What follows belongs to an exercise in optimizing a design on an open flow for small area; a production flow would make more cautious choices.
Function was checked by simulation only, so behaviour that the tests miss may differ from the original.
No activity file was given, so power comes from the tool's default toggle rates.

`flow/config.mk`:
```
export PLATFORM = sky130hd
export DESIGN_NAME = regfile_top
export DESIGN_NICKNAME = regfile_top
export VERILOG_FILES = /design/flow/design.v
export SDC_FILE = /design/flow/constraint.sdc
export NUM_CORES = 4
export LEC_CHECK = 0
export CAP_MARGIN = 20
export CORE_MARGIN = 2
export CORE_UTILIZATION = 50
export CTS_CLUSTER_DIAMETER = 80
export CTS_CLUSTER_SIZE = 24
export SLEW_MARGIN = 20
```
`flow/constraint.sdc`:
```
create_clock -name core_clock -period 5.0 [get_ports {clk}]
set_input_delay 1.0000 -clock core_clock [delete_from_list [all_inputs] [get_ports {clk}]]
set_output_delay 1.0000 -clock core_clock [all_outputs]
set_load 0.01 [all_outputs]
```
`flow/design.v`:
```
localparam[3:0] AND_OP = 4'b0000;
localparam[3:0] OR_OP = 4'b0001;
localparam[3:0] ADD_OP = 4'b0010;
localparam[3:0] SUB_OP = 4'b0110;
localparam[3:0] LESS_OP = 4'b0111;
localparam[3:0] RIGHT_L_OP = 4'b1000;
localparam[3:0] LEFT_L_OP = 4'b1001;
localparam[3:0] RIGHT_AR_OP = 4'b1010;
localparam[3:0] XOR_OP = 4'b1101;
`timescale 1 ns / 1 ps
module OneShot(clk, rst, in, os);
	input wire logic clk;
	input wire logic rst;
	input wire logic in;
	output logic os;
	logic nz;
	always_ff @(posedge clk) begin
		nz <= !rst && in;
		os <= !rst && in && !nz;
	end
endmodule
`timescale 1 ns / 1 ps
module alu(op1, op2, alu_op, zero, result);
	input wire logic [31:0] op1, op2;
	input wire logic [3:0] alu_op;
	output logic zero;
	output logic [31:0] result;
	logic sub, left, arith;
	logic [31:0] bx, sum, ain, sh, shrev;
	logic slt;
	assign sub   = (alu_op == SUB_OP) || (alu_op == LESS_OP);
	assign left  = (alu_op == LEFT_L_OP);
	assign arith = (alu_op == RIGHT_AR_OP);
	assign bx  = op2 ^ {32{sub}};
	assign sum = op1 + bx + {31'd0, sub};
	assign slt = (op1[31] ^ op2[31]) ? op1[31] : sum[31];
	always_comb begin
		for (int i = 0; i < 32; i++) ain[i] = left ? op1[31-i] : op1[i];
	end
	assign sh = $unsigned($signed({arith & op1[31], ain}) >>> op2[4:0]);
	always_comb begin
		for (int i = 0; i < 32; i++) shrev[i] = sh[31-i];
	end
	always_comb begin
		case (alu_op)
			AND_OP:      result = op1 & op2;
			OR_OP:       result = op1 | op2;
			XOR_OP:      result = op1 ^ op2;
			LESS_OP:     result = {31'd0, slt};
			RIGHT_L_OP:  result = sh;
			RIGHT_AR_OP: result = sh;
			LEFT_L_OP:   result = shrev;
			default:     result = sum;
		endcase
		zero = (result == 32'd0);
	end
endmodule
`timescale 1 ns / 1 ps
module regfile(clk, readReg1, readReg2, writeReg, writeData, write, readData1, readData2,
	loadReg, newReg1, newReg2);
	input wire logic clk, write;
	input wire logic [4:0] readReg1, readReg2, writeReg;
	input wire logic [31:0] writeData;
	input wire logic loadReg;               
	input wire logic [4:0] newReg1, newReg2;
	output logic [31:0] readData1, readData2;
	function automatic logic [4:0] add31(input logic [4:0] a, input logic [4:0] b);
		logic [5:0] s;
		s = {1'b0, a} + {1'b0, b};
		add31 = s[4:0] + {4'd0, s[5]};
	endfunction
	logic [31:0] row[0:30];         
	logic [4:0] z;                  
	logic wr;                       
	logic pv;                       
	logic [4:0] pa;                 
	logic [31:0] pd;                
	logic [4:0] prow;               
	logic commit;                   
	logic [15:0] en;                
	logic [31:0] rd1, rd2;          
	logic [4:0] rrow1, rrow2;       
	logic fw1, fw2;                 
	assign wr = write && writeReg != 5'd0;
	assign prow = add31(pa, z);
	assign commit = pv && prow[0];
	always_comb
		for (int k = 0; k < 16; k++)
			en[k] = commit && prow[4:1] == k;
	always_ff @(posedge clk) begin
		z <= add31(z, 5'd30);
		pv <= wr || (pv && !prow[0]);
		if (wr) begin
			pa <= writeReg;
			pd <= ~writeData;
		end
		for (int k = 0; k < 31; k++) begin
			if (k % 2 == 0)
				row[k] <= en[k/2] ? pd : row[(k + 1) % 31];
			else
				row[k] <= row[k + 1];
		end
		rd1 <= rdport(readReg1, rrow1);
		rd2 <= rdport(readReg2, rrow2);
		rrow1 <= loadReg ? add31(newReg1, add31(z, 5'd30)) : add31(rrow1, 5'd30);
		rrow2 <= loadReg ? add31(newReg2, add31(z, 5'd30)) : add31(rrow2, 5'd30);
		fw1 <= wr && writeReg == readReg1;
		fw2 <= wr && writeReg == readReg2;
	end
	assign readData1 = fw1 ? ~pd : rd1;
	assign readData2 = fw2 ? ~pd : rd2;
	function automatic logic [31:0] rdport(input logic [4:0] r, input logic [4:0] rr);
		logic hit;
		logic [31:0] acc;
		hit = pv && pa == r;
		acc = {32{hit}} & ~pd;
		for (int k = 0; k < 31; k++)
			acc = acc | ({32{r != 5'd0 && !hit && rr == (k == 0 ? 5'd31 : k)}} & ~row[k]);
		rdport = acc;
	endfunction
endmodule
`timescale 1 ns / 1 ps
module regfile_top(clk, btnc, btnl, btnu, btnd, sw, led);
	input wire logic clk, btnc, btnl, btnu, btnd;
	input wire logic [15:0] sw;
	output logic [15:0] led;
	logic [14:0] Address_register;
	logic btnc_d, btnc_one;
	logic [31:0] regReadDataA, regReadDataB, writeData_in;
	logic zero_throw;
	logic [31:0] result;
	always_ff @(posedge clk) begin
		btnc_d <= btnc;
		if (btnu)
			Address_register <= 0;
		else if (btnl)
			Address_register <= sw[14:0];
	end
	OneShot osc (.clk(clk), .rst(btnu), .in(btnc_d), .os(btnc_one));
	assign writeData_in = sw[15] ? {{17{sw[14]}}, sw[14:0]} : result;
	regfile masterReg (.clk(clk), .readReg1(Address_register[4:0]), .readReg2(Address_register[9:5]),
		.writeReg(Address_register[14:10]), .writeData(writeData_in),
		.write(btnc_one), .readData1(regReadDataA), .readData2(regReadDataB),
		.loadReg(btnl && !btnu), .newReg1(sw[4:0]), .newReg2(sw[9:5]));
	alu ALU1 (.op1(regReadDataA), .op2(regReadDataB), .alu_op(sw[3:0]),
		.zero(zero_throw), .result(result));
	assign led = btnd ? regReadDataA[31:16] : regReadDataA[15:0];
endmodule
```
`flow/run.sh`:
```
#!/bin/bash
# synth_recipe.tcl (not shown) runs the flow's synth.tcl, then flattens the netlist and writes it again
# the make line also repeats each setting of config.mk as NAME=value (left out here)
make -C /OpenROAD-flow-scripts/flow DESIGN_CONFIG=/design/flow/config.mk WORK_HOME=/design/flow/orfs CLKGATE_MAP_FILE= SYNTH_SCRIPT=/design/flow/synth_recipe.tcl finish
```
==> results of run 1 <==
-- worst max-delay path, stage by stage, from the launching register on --
cell,delay (ps)
edfxtp_1,730
inv_1,410
mux2_2,590
ha_1,440
nand4_1,110
a211oi_1,310
o311ai_1,190
a21oi_1,350
o21ai_1,200
buf_4,180
nor2_1,260
a31oi_1,150
xor2_1,160
a22o_1,230
-- metrics by stage --
step | cell area (um^2) | std cells | hold slack, ps
after floorplan | 48800 | 4865 | 351
after global placement | 52000 | 6072 | 354
after detailed placement | 52000 | 6072 | 358
after CTS | 53700 | 6148 | 353
after global routing | 53700 | 6148 | 363
final | 53800 | 6162 | 359
-- cells in the final DEF, fill, tap and decap left out, drive strengths merged, types with 114 or more instances in the layout --
| master | netlist | routed |
|---|---|---|
| mux2 | 518 | 518 |
| nand2 | 212 | 212 |
| dfxtp | 1092 | 1092 |
| inv | 151 | 155 |
| o221ai | 136 | 136 |
| o21ai | 114 | 114 |
| nor4 | 136 | 136 |
| nor2 | 231 | 231 |
| mux2i | 152 | 152 |
| o22ai | 773 | 773 |
| nor3 | 133 | 133 |
| buf | 107 | 285 |
| ha | 125 | 125 |
-- area by class of cell --
class	instances	share of cell area, %
timing repair buffer	321	5.37
sequential	1129	42.7
clock inverter	12	0.333
clock buffer	64	2.82
antenna	14	0.0652
tap	1276	2.97
inverter	153	1.07
multi-input combinational	3193	44.6
-- routing by layer --
layer  vias up  share of wire, %
met5         -              0.12
met4        12               9.2
met3      1494                16
met2      4575                39
met1     21988                36
li1      18439                 -
-- where the power goes --
| group | switching [mW] | leakage (nW) | internal, mW | total [mW] |
|---|---|---|---|---|
| Combinational | 8.44 | 11.9 | 4.72 | 13.2 |
| Clock | 3.18 | 0.830 | 2.26 | 5.44 |
| Sequential | 0.849 | 9.42 | 10.0 | 10.9 |
-- registers in the layout, summed over array words and instances (netlist names), 5 cells and up --
| name | flops |
|---|---|
| Address_register | 15 |
| masterReg.rd1 | 32 |
| masterReg.rrow1 | 5 |
| masterReg.rrow2 | 5 |
| masterReg.z | 5 |
| masterReg.pa | 5 |
| masterReg.row | 992 |
| masterReg.pd | 32 |
| masterReg.rd2 | 32 |
-- path summary, 6_finish.rpt --
check	startpoint	to	slack [ps]	cells after the start
min	masterReg.row[16][8]	masterReg.row[15][8]	360	0
max reg2reg	masterReg.pd[4]	masterReg.pd[29]	430	13
min reg2reg	masterReg.row[16][8]	masterReg.row[15][8]	360	0
max	masterReg.pd[4]	masterReg.pd[29]	430	13
-- cell families (layout without fill, tap and decap cells) --
logic type	after synthesis	count (layout)
XOR/XNOR	107	107
AND/OR/NAND/NOR	899	899
adder cells (fa/ha/maj)	129	129
multiplexers	674	674
AO/OA/AOI/OAI	1384	1384
flip-flops	1129	1129
buffers and inverters	543	550
other	0	14
==> notes.md, run 1 <==
- Status: timing/DRC/antenna clean
- Met3 Use GR: 21.1%
- Area growth syn-to-layout: 10.2%
- Final worst slack: 428 ps
- Final ANT Viol Nets: 0
- #FFs+latches synth: 1129
- HPWL after detailed placement: 153000 um
- RD Place Congestion: 1.08
- DP Worst Slack: 3.40 ps
- Worst Path Required: 5480 ps
- Overall Global Routing Usage: 47.4%
- Sequential share of the synthesized area: 47.1%
- Post-synthesis mux area share: 15.3%
- Cell taking the most area after synthesis: dfxtp_1
- Final hold vios: 0
- Post-layout util: 55.6%
- Worst hold path class: register to register
- Ys async rst share: 0%
- DR DRC count: 0
- Vias: 46508
- Post-Synth Simple-Gate Area: 8.93%
- Ys flop type: dfxtp_1
- Die area: 100000 um^2
- Post-DR wirelength/cell: 39.7 um
- Post_cts resized: 0
- Pwr dens: 548 nW/um^2
- Setup Total Neg Slack: 0 ps
- Global routing met1 resource utilization: 58.7%
- Post-cts hold buffer count: 0
- # H-tree levels: 2
- Area contributors post-synth: dfxtp_1 (45%), mux2_2 (12%), o22ai_1 (9.9%), ha_1 (3.2%), mux2i_1 (3.1%)
- FMAX: 219 MHz
- Worst Setup End Kind: register
- Die height: 316 um
- Total gr overflow: 0
- Setup violations, final: 0
- Synth cell types: 76
- Die width: 316 um
- Largest family of logic cells by synthesized area: compound AO/OA/AOI/OAI gates
- Synth Cell Area: 48800 um^2
- Synth Area in Adders: 3.37%
- Vias per inst: 7.55
- Root Buffer: clkbuf_16
- Nets: 5005
- Post-synth top area share: 44.8%
- Slew @ Worst Pin: 1280 ps
- Layout cells sized above 1: 20.3%
- DR pass1 iterations: 12
- Port Buf Inserts: 36
- Fin crit period: 4570 ps
- Syn_area_per_cell: 10.0 um^2
- Post-CTS Setup Repair Bufs: 0
- Crit Path Class: register to register
- Initial core utilization: 50.4%
- Synth top cells by count: dfxtp_1 (1092), o22ai_1 (773), mux2_2 (515), clkbuf_1 (283), nor2_1 (229)
- Syn nets: 5015
- Final Max Tran Viols: 0
- # rows: 114
- Crit Path Max Fanout: 11
- Area of the multi-input gates: 24000 um^2
- Ys Warns: 5
- Static leakage: 22.1 nW
- Max-slew headroom: 14.6%
- Worst path arrival time: 5050 ps
- # IOs: 37
- Sequential Area: 23000 um^2
- Clk buf depth: 3
- CTS tree: yes
- Final wirelength: 244000 um
- Initial antenna violation count: 16
- Met2 Use GR: 65.6%
- Area of the core: 96700 um^2
- Reg clk slew, reported paths: 90 ps
- RSZ-0062 raised after global routing: no
- Max-cap violations: 0
- Clock sink count: 1129
- Total clock buffers created by CTS: 57
- XOR/XNOR Fraction of Synth Area: 1.92%
- Period utilization: 91.4%
- Largest net degree at the start of global routing: 39
- First-pass GRT wire length: 337000 um
- Tot Pwr: 29.5 mW
- Worst Skew: 22.8 ps
- VDD IR max: 0.301 mV
- Drt first-iter violations: 9137
- Number of global-route vias before repair: 43478
- Post-synth EDFFs: 37
- Startpoint types: register
- Worst-Skew Late Latency: 740 ps
- Filler cells: 8618
- Top-count cell post-synth: dfxtp_1
- GRT busiest layer: met2
- Post-synthesis compound-gate area fraction: 19.0%
- Cells after Synth: 4865
==> run 2: changes to the inputs <==
--- a/flow/design.v
+++ b/flow/design.v
@@ -58,8 +58,9 @@
 `timescale 1 ns / 1 ps
 module regfile(clk, readReg1, readReg2, writeReg, writeData, write, readData1, readData2,
-	loadReg, newReg1, newReg2);
+	clearReg, loadReg, newReg1, newReg2);
 	input wire logic clk, write;
 	input wire logic [4:0] readReg1, readReg2, writeReg;
 	input wire logic [31:0] writeData;
+	input wire logic clearReg;              
 	input wire logic loadReg;               
 	input wire logic [4:0] newReg1, newReg2;
@@ -82,4 +83,9 @@
 	logic [4:0] rrow1, rrow2;       
 	logic fw1, fw2;                 
+	logic [4:0] nr1, nr2;           
+	logic pvn;                      
+	logic [4:0] pan;                
+	logic hit1, hit2;               
+	logic zr1, zr2;                 
 	assign wr = write && writeReg != 5'd0;
 	assign prow = add31(pa, z);
@@ -88,11 +94,19 @@
 		for (int k = 0; k < 16; k++)
 			en[k] = commit && prow[4:1] == k;
+	assign nr1 = clearReg ? 5'd0 : loadReg ? newReg1 : readReg1;
+	assign nr2 = clearReg ? 5'd0 : loadReg ? newReg2 : readReg2;
+	assign pvn = wr || (pv && !prow[0]);
+	assign pan = wr ? writeReg : pa;
 	always_ff @(posedge clk) begin
 		z <= add31(z, 5'd30);
-		pv <= wr || (pv && !prow[0]);
+		pv <= pvn;
 		if (wr) begin
 			pa <= writeReg;
 			pd <= ~writeData;
 		end
+		hit1 <= pvn && pan == nr1;
+		hit2 <= pvn && pan == nr2;
+		zr1 <= nr1 == 5'd0;
+		zr2 <= nr2 == 5'd0;
 		for (int k = 0; k < 31; k++) begin
 			if (k % 2 == 0)
@@ -101,6 +115,6 @@
 				row[k] <= row[k + 1];
 		end
-		rd1 <= rdport(readReg1, rrow1);
-		rd2 <= rdport(readReg2, rrow2);
+		rd1 <= rdport(rrow1, zr1, hit1);
+		rd2 <= rdport(rrow2, zr2, hit2);
 		rrow1 <= loadReg ? add31(newReg1, add31(z, 5'd30)) : add31(rrow1, 5'd30);
 		rrow2 <= loadReg ? add31(newReg2, add31(z, 5'd30)) : add31(rrow2, 5'd30);
@@ -110,11 +124,9 @@
 	assign readData1 = fw1 ? ~pd : rd1;
 	assign readData2 = fw2 ? ~pd : rd2;
-	function automatic logic [31:0] rdport(input logic [4:0] r, input logic [4:0] rr);
-		logic hit;
+	function automatic logic [31:0] rdport(input logic [4:0] rr, input logic zr, input logic hit);
 		logic [31:0] acc;
-		hit = pv && pa == r;
 		acc = {32{hit}} & ~pd;
 		for (int k = 0; k < 31; k++)
-			acc = acc | ({32{r != 5'd0 && !hit && rr == (k == 0 ? 5'd31 : k)}} & ~row[k]);
+			acc = acc | ({32{!zr && !hit && rr == (k == 0 ? 5'd31 : k)}} & ~row[k]);
 		rdport = acc;
 	endfunction
@@ -142,5 +154,5 @@
 		.writeReg(Address_register[14:10]), .writeData(writeData_in),
 		.write(btnc_one), .readData1(regReadDataA), .readData2(regReadDataB),
-		.loadReg(btnl && !btnu), .newReg1(sw[4:0]), .newReg2(sw[9:5]));
+		.clearReg(btnu), .loadReg(btnl), .newReg1(sw[4:0]), .newReg2(sw[9:5]));
 	alu ALU1 (.op1(regReadDataA), .op2(regReadDataB), .alu_op(sw[3:0]),
 		.zero(zero_throw), .result(result));
==> notes.md, run 2 <==
- Status: timing/DRC/antenna clean
- Cells after Synth: 4986 (+2.5%)
- CTS tree: yes
- Sequential share of the synthesized area: 46.8% (-0.32 points)
- # H-tree levels: 2 (unchanged)
- Post-layout util: 54.8% (-0.77 points)
- CP max stage delay: 890 ps (+160 ps)
- Post-DR wirelength/cell: 41.3 um (+4.0%)
- HPWL after detailed placement: 158000 um (+3.2%)
- DR pass1 iterations: 12 (unchanged)
- Post_cts resized: 0 (unchanged)
- Worst Skew: 44.3 ps (+21.5 ps)
- Area of the core: 98000 um^2 (+1.3%)
- Cells after DPL: 6137 (+1.1%)
- Root Buffer: clkbuf_16
- Startpoint types: register
- Area of the multi-input gates: 24500 um^2 (+2.0%)
- Largest net degree at the start of global routing: 54 (+38%)
- Port Buf Inserts: 36 (unchanged)
- Final wirelength: 257000 um (+5.0%)
- Ys Warns: 5 (unchanged)
- Worst path arrival time: 3580 ps (-1470 ps)
- Crit path launch: masterReg.fw1
- DR DRC count: 0 (unchanged)
- Die width: 318 um (+0.40%)
- Setup violations, final: 0 (unchanged)
- RSZ-0062 raised after global routing: no
- First-pass GRT wire length: 352000 um (+4.5%)
- Biggest register: masterReg.row
- Crit path cell chain: buf_12 > nor2b_1 > a21oi_1 > a21oi_1 > clkdlybuf4s50_1
- Post-synth EDFFs: 32 (-14%)
- Die height: 318 um (+0.40%)
- Tot Pwr: 29.8 mW (+1.1%)
- Layout cells sized above 1: 16.5% (-3.9 points)
- R2R cell count: 15 (+2)
- Crit Path Max Fanout: 29 (+18)
- RD Place Congestion: 1.04 (-3.2%)
- Initial antenna violation count: 12 (-4)
- DP Worst Slack: 150 ps (+147 ps)
- Die area: 101000 um^2 (+0.81%)
- Buffers & Inverters on Critical Path: 2 (unchanged)
- Ys flop type: dfxtp_1
- Synth Cell Area: 49200 um^2 (+0.82%)
- # rows: 115 (+0.88%)
- Synth top cells by count: dfxtp_1 (1101), o22ai_1 (554), mux2_2 (370), nand2_1 (336), clkbuf_1 (292)
- Max-slew headroom: 10.7% (-4.0 points)
- Clock sink count: 1133 (+0.35%)
- Worst-Skew Late Latency: 760 ps (+20 ps)
- Slew @ Worst Pin: 1340 ps (+59.5 ps)
- Overall Global Routing Usage: 48.8% (+1.4 points)
- Number of global-route vias before repair: 44477 (+2.3%)
- Initial core utilization: 50.2% (-0.25 points)
- Final worst slack: 422 ps (-5.82 ps)
- Cell family with most CP delay: buffers and inverters
- Filler cells: 8867 (+2.9%)
- Max-cap violations: 0 (unchanged)
- Area contributors post-synth: dfxtp_1 (45%), mux2_2 (8.5%), o22ai_1 (7.0%), o221ai_1 (4.3%), o22a_1 (4.0%)
- Total gr overflow: 0 (unchanged)
- Crit Path Class: register to output pin
- Ys async rst share: 0% (unchanged)
- Hold path endpoint: masterReg.row[27][5]
- Setup Total Neg Slack: 0 ps (unchanged)
- #FFs+latches synth: 1133 (+0.35%)
- Fin crit period: 4580 ps (+5.82 ps)
- Slowest CP cell: dfxtp_2
- Most frequent cells in the layout: dfxtp_1 (1099), o22ai_1 (554), mux2_2 (370)
- Crit-path most repeated cell: a21oi_1
- Period utilization: 91.6% (+0.12 points)
- Syn_area_per_cell: 9.86 um^2 (-1.6%)
- Worst Path Required: 4000 ps (-1480 ps)
- Cell taking the most area after synthesis: dfxtp_1
- Post-synth top area share: 44.8% (about the same)
- VDD IR max: 0.355 mV (+18%)
- RR Startpoint: masterReg.pd[2]
- Static leakage: 21.6 nW (-2.2%)
- Final Max Tran Viols: 0 (unchanged)
- Drt first-iter violations: 9453 (+3.5%)
- Reg2reg end: masterReg.pd[30]
- Area growth syn-to-layout: 9.21%
- Worst Setup End Kind: output pin
- Hold path cells: 0 (unchanged)
- Post-cts hold buffer count: 0 (unchanged)
- Vias per inst: 7.67 (+1.6%)
- Nets: 5060 (+1.1%)
- FMAX: 218 MHz (-0.13%)
- Non-Filler Instances: 6219 (+0.93%)
- Post-CTS Setup Repair Bufs: 0 (unchanged)
- Vias: 47679 (+2.5%)
- Top-count cell post-synth: dfxtp_1
- Hold Path Origin: masterReg.row[28][5]
- Number of flip-flops in the largest register: 992 (unchanged)
- Reg clk slew, reported paths: 110 ps (+20 ps)
- Sequential Area: 23000 um^2 (+0.13%)
- Final hold vios: 0 (unchanged)
- Total clock buffers created by CTS: 58 (+1.8%)
- Worst hold path class: register to register
- Pwr dens: 555 nW/um^2 (+1.2%)
- Commonest non-fill, non-tap cell in the layout: dfxtp_1
- Synth cell types: 86 (+13%)
- Syn nets: 5136 (+2.4%)
- Clk buf depth: 3 (unchanged)
- # IOs: 37 (unchanged)
- Final ANT Viol Nets: 0 (unchanged)
- Reg2Reg Setup Slack: 430 ps (about the same)
[run 2: kinds of logic after synthesis]
group	count (synthesis)	synth area share, %
AND/OR/NAND/NOR	1038	9.98
flip-flops	1133	46.8
multiplexers	508	11.8
XOR/XNOR	107	1.93
AO/OA/AOI/OAI	1542	21.9
buffers and inverters	529	4.27
adder cells (fa/ha/maj)	129	3.34
[run 2: worst max path at each step]
stage | slack (ps) | end | cells past startpoint
2_1_floorplan | 490 | masterReg.pd[0] | 15
3_5_place_dp | 150 | masterReg.pd[0] | 14
5_1_grt | 170 | masterReg.pd[30] | 15
4_1_cts | 510 | led[12] | 5
3_3_place_gp | 160 | masterReg.pd[0] | 14
6_report | 420 | led[12] | 5
[run 2: final cells by class]
type	instances	share of cell area [%]
clock inverters	12	0.370
multi-input cells	3324	45.6
flip-flops and latches	1133	42.8
repair buffers	262	4.41
clock buffers	65	2.87
inverters	131	0.920
diodes	5	0.0233
well taps	1287	3.00
[run 2: metrics by stage]
stage | hold WS [ps] | instance area (um^2)
6_report | 356 | 53700
5_1_grt | 372 | 53700
4_1_cts | 362 | 53700
3_5_place_dp | 356 | 52000
3_3_place_gp | 354 | 52000
2_1_floorplan | 351 | 49200
[run 2: where the power goes]
part	total [mW]	switching [mW]	leakage [nW]	internal [mW]
clock	5.56	3.30	0.846	2.26
combinational	11.5	7.23	11.3	4.26
sequential	12.7	1.82	9.52	10.9
[run 2: per-layer routing]
metal  GRT usage, %  up-vias  routed length, um
li1               -    18710                  -
met1           62.5    22547              93800
met2           65.6     4844              96800
met3           21.9     1568              43200
met4           32.2       10              22700
met5              0        -                 63
==> run 3: changes to the inputs <==
--- a/flow/config.mk
+++ b/flow/config.mk
@@ -9,5 +9,5 @@
 export CORE_MARGIN = 2
 export CORE_UTILIZATION = 50
-export CTS_CLUSTER_DIAMETER = 80
-export CTS_CLUSTER_SIZE = 24
+export CTS_CLUSTER_DIAMETER = 90
+export CTS_CLUSTER_SIZE = 28
 export SLEW_MARGIN = 20
==> notes.md, run 3 <==
- Cell taking the most area after synthesis: dfxtp_1
- Max-slew headroom: 17.2% (+6.6 points)
- Root Buffer: clkbuf_16
- Die height: 318 um (unchanged)
- RSZ-0062 raised after global routing: no
- Vias per inst: 7.68 (+0.12%)
- Ys async rst share: 0% (unchanged)
- Post-synth top area share: 44.8% (unchanged)
- Final wirelength: 255000 um (-0.47%)
- Finished layout cell area: 53400 um^2 (-0.62%)
- Biggest register: masterReg.row
- Max-cap violations: 0 (unchanged)
- Drt first-iter violations: 9477 (+0.25%)
- Switching power: 12.2 mW (-1.5%)
- Number of global-route vias before repair: 44288 (-0.42%)
- DR pass1 iterations: 11 (-1)
- Initial antenna violation count: 13 (+1)
- Ys flop type: dfxtp_1
- Final Max Tran Viols: 0 (unchanged)
- Area post-placement: 52000 um^2 (unchanged)
- Total clock buffers created by CTS: 49 (-16%)
- Post-synthesis compound-gate area fraction: 21.9% (unchanged)
- Largest family of logic cells by synthesized area: compound AO/OA/AOI/OAI gates
- Switching share of power: 41.7% (+0.21 points)
- CTS tree: yes
- R2R cell count: 15 (unchanged)
- Syn nets: 5136 (unchanged)
- Vias: 47642 (-0.078%)
- Startpoint types: register
- Crit Path Class: register to register
- Synth Area in Adders: 3.34% (unchanged)
- # H-tree levels: 2 (unchanged)
- Top-count cell post-synth: dfxtp_1
- Commonest non-fill, non-tap cell in the layout: dfxtp_1
- Seq pwr share: 43.6% (+0.8 points)
- XOR/XNOR Fraction of Synth Area: 1.93% (unchanged)
- Setup Total Neg Slack: 0 ps (unchanged)
- Overall Global Routing Usage: 48.6% (-0.19 points)
- HPWL after detailed placement: 158000 um (unchanged)
- Nets: 5051 (-0.18%)
- Final ANT Viol Nets: 0 (unchanged)
- RR Startpoint: masterReg.pd[2]
- VDD IR max: 0.371 mV (+4.6%)
- Post-DR wirelength/cell: 41.1 um (-0.27%)
- Post-CTS Setup Repair Bufs: 0 (unchanged)
- Period utilization: 90.8% (-0.78 points)
- Worst Setup End Kind: register
- Sequential share of the synthesized area: 46.8% (unchanged)
- Post-synthesis mux area share: 11.8% (unchanged)
- Area contributors post-synth: dfxtp_1 (45%), mux2_2 (8.5%), o22ai_1 (7.0%), o221ai_1 (4.3%), o22a_1 (4.0%)
- Status: timing/DRC/antenna clean
- Layout cells sized above 1: 16.2% (-0.22 points)
- Reg2Reg Setup Slack: 460 ps (+30 ps)
- Worst-Skew Late Latency: 730 ps (-30 ps)
- #FFs+latches synth: 1133 (unchanged)
- Clock Power Share: 17.1% (-1.6 points)
- Fin crit period: 4540 ps (-39.0 ps)
- Synth cell types: 86 (unchanged)
- First-pass GRT wire length: 350000 um (-0.35%)
- Final hold vios: 0 (unchanged)
- Clock sink count: 1133 (unchanged)
- RD Place Congestion: 1.04 (unchanged)
- Pint: 17.0 mW (-2.3%)
- Pwr dens: 547 nW/um^2 (-1.3%)
- # rows: 115 (unchanged)
- Synth Cell Area: 49200 um^2 (unchanged)
- Post-layout util: 54.5% (-0.34 points)
- Syn_area_per_cell: 9.86 um^2 (unchanged)
- Area growth syn-to-layout: 8.54%
- Initial core utilization: 50.2% (unchanged)
- Static leakage: 21.5 nW (-0.74%)
- FMAX: 220 MHz (+0.86%)
- Reg clk slew, reported paths: 110 ps (about the same)
- Reg2reg end: masterReg.pd[30]
- Number of flip-flops in the largest register: 992 (unchanged)
- Port Buf Inserts: 36 (unchanged)
- Clk buf depth: 3 (unchanged)
- Worst Skew: 50.4 ps (+6.10 ps)
- Post-synth EDFFs: 32 (unchanged)
- Most frequent cells in the layout: dfxtp_1 (1099), o22ai_1 (554), mux2_2 (370)
- Largest net degree at the start of global routing: 54 (unchanged)
- Hold path cells: 0 (unchanged)
- Die width: 318 um (unchanged)
- Total gr overflow: 0 (unchanged)
- Post-cts hold buffer count: 0 (unchanged)
- Post-Synth Simple-Gate Area: 9.98% (unchanged)
- Hold Path Origin: masterReg.row[16][23]
- Worst path arrival time: 4990 ps (+1410 ps)
- Logic pwr share: 39.3% (+0.7 points)
- Worst Path Required: 5450 ps (+1450 ps)
- DR DRC count: 0 (unchanged)
- Post_cts resized: 0 (unchanged)
- Cells after Synth: 4986 (unchanged)
- Synth top cells by count: dfxtp_1 (1101), o22ai_1 (554), mux2_2 (370), nand2_1 (336), clkbuf_1 (292)
- Setup violations, final: 0 (unchanged)
- Worst hold path class: register to register
- Hold path endpoint: masterReg.row[15][23]
- Area of the core: 98000 um^2 (unchanged)
- Slew @ Worst Pin: 1240 ps (-94.0 ps)
- # IOs: 37 (unchanged)
- Ys Warns: 5 (unchanged)
- Crit Path Max Fanout: 11 (-62%)
- Die area: 101000 um^2 (unchanged)
run 3: cell families (layout without fill, tap and decap cells):
| logic type | count (synthesis) | count (layout) |
|---|---|---|
| other cells | 0 | 7 |
| mux | 508 | 508 |
| buf+inv | 529 | 456 |
| fa+ha+maj | 129 | 129 |
| xor+xnor | 107 | 107 |
| compound gates | 1542 | 1542 |
| simple gates | 1038 | 1038 |
| flops | 1133 | 1133 |
run 3: cell type report:
cell class,instances,area (um^2)
Multi-Input combinational cell,3324,24500
Fill cell,8891,44600
Clock inverter,11,155
Timing Repair Buffer,262,2370
Tap cell,1287,1610
Sequential cell,1133,23000
Clock buffer,52,1250
Inverter,131,494
Antenna cell,7,17.5
run 3: routing by layer:
metal / GRT usage, % / wire [um] / up-vias
li1: - / - / 18685
met1: 62.5 / 94100 / 22556
met2: 65.5 / 97100 / 4838
met3: 21.7 / 42500 / 1549
met4: 31.3 / 21700 / 14
met5: 0 / 103 / -
run 3: worst max-delay path, stage by stage, from the launching register on:
cell,delay [ps]
edfxtp_1,760
inv_1,420
mux2i_4,290
inv_1,140
xnor2_1,150
ha_1,340
nor2b_1,170
o31a_1,300
a221oi_1,320
buf_4,210
a21oi_1,90
o21ba_2,240
o211ai_1,340
a21oi_1,160
a211oi_1,240
o41ai_1,120
run 3: worst max path at each step:
stage                          startpoint          endpoint  slack, ps  depth (start not counted)
final                     masterReg.pd[2]  masterReg.pd[30]        460                         15
after detailed placement            sw[2]   masterReg.pd[0]        150                         14
after global placement              sw[2]   masterReg.pd[0]        160                         14
after CTS                   masterReg.fw1           led[12]        550                          5
after global routing      masterReg.pd[2]  masterReg.pd[30]        190                         15
after floorplan                     sw[1]   masterReg.pd[0]        490                         15
run 3: power by group through the flow:
stage / registers (mW) / logic, mW / clock network [mW]
after global routing: 12.8 / 11.9 / 5.24
after detailed placement: 12.8 / 10.8 / 0
final: 12.7 / 11.5 / 4.99
after floorplan: 11.9 / 6.93 / 0
after CTS: 12.6 / 10.9 / 4.94
after global placement: 12.8 / 10.8 / 0
run 3: stage by stage:
stage / worst slack (ps) / total power, mW / cells / hold WS (ps)
detailed placement: 150 / 23.6 / 6137 / 356
finish: 461 / 29.2 / 6207 / 356
CTS: 548 / 28.4 / 6200 / 359
global route: 186 / 30.0 / 6200 / 362
global placement: 163 / 23.6 / 6137 / 354
floorplan: 492 / 18.8 / 4986 / 351

-- afterwards: timing with drivers on the ports --
Ports are ideal in the flow. The routed layouts listed here were re-timed in OpenROAD. Step 1: set_driving_cell puts a clkbuf_16 on clk and a buf_2 on each other input, an assumption about the parent block. Step 2 also shifts input and output timing later by t, the mid clock arrival at the registers, as if the neighbouring blocks saw the same clock. Three values: ideal ports, drivers, drivers and shift; two values: the first two.
run	t (ns)	slack for setup (ns)	worst setup path after step 2
run 1	0.796	0.428 / 0.428 / -0.055	input to register
run 2	0.803	0.422 / 0.354 / 0.053	input to register
run 3	0.776	0.461 / 0.418 / 0.055	input to register
With both steps, setup timing fails in run 1, where it was met with ideal ports. For run 1, which loses most, drivers alone change the setup slack by 0.000 ns; drivers and shift together by -0.483 ns.
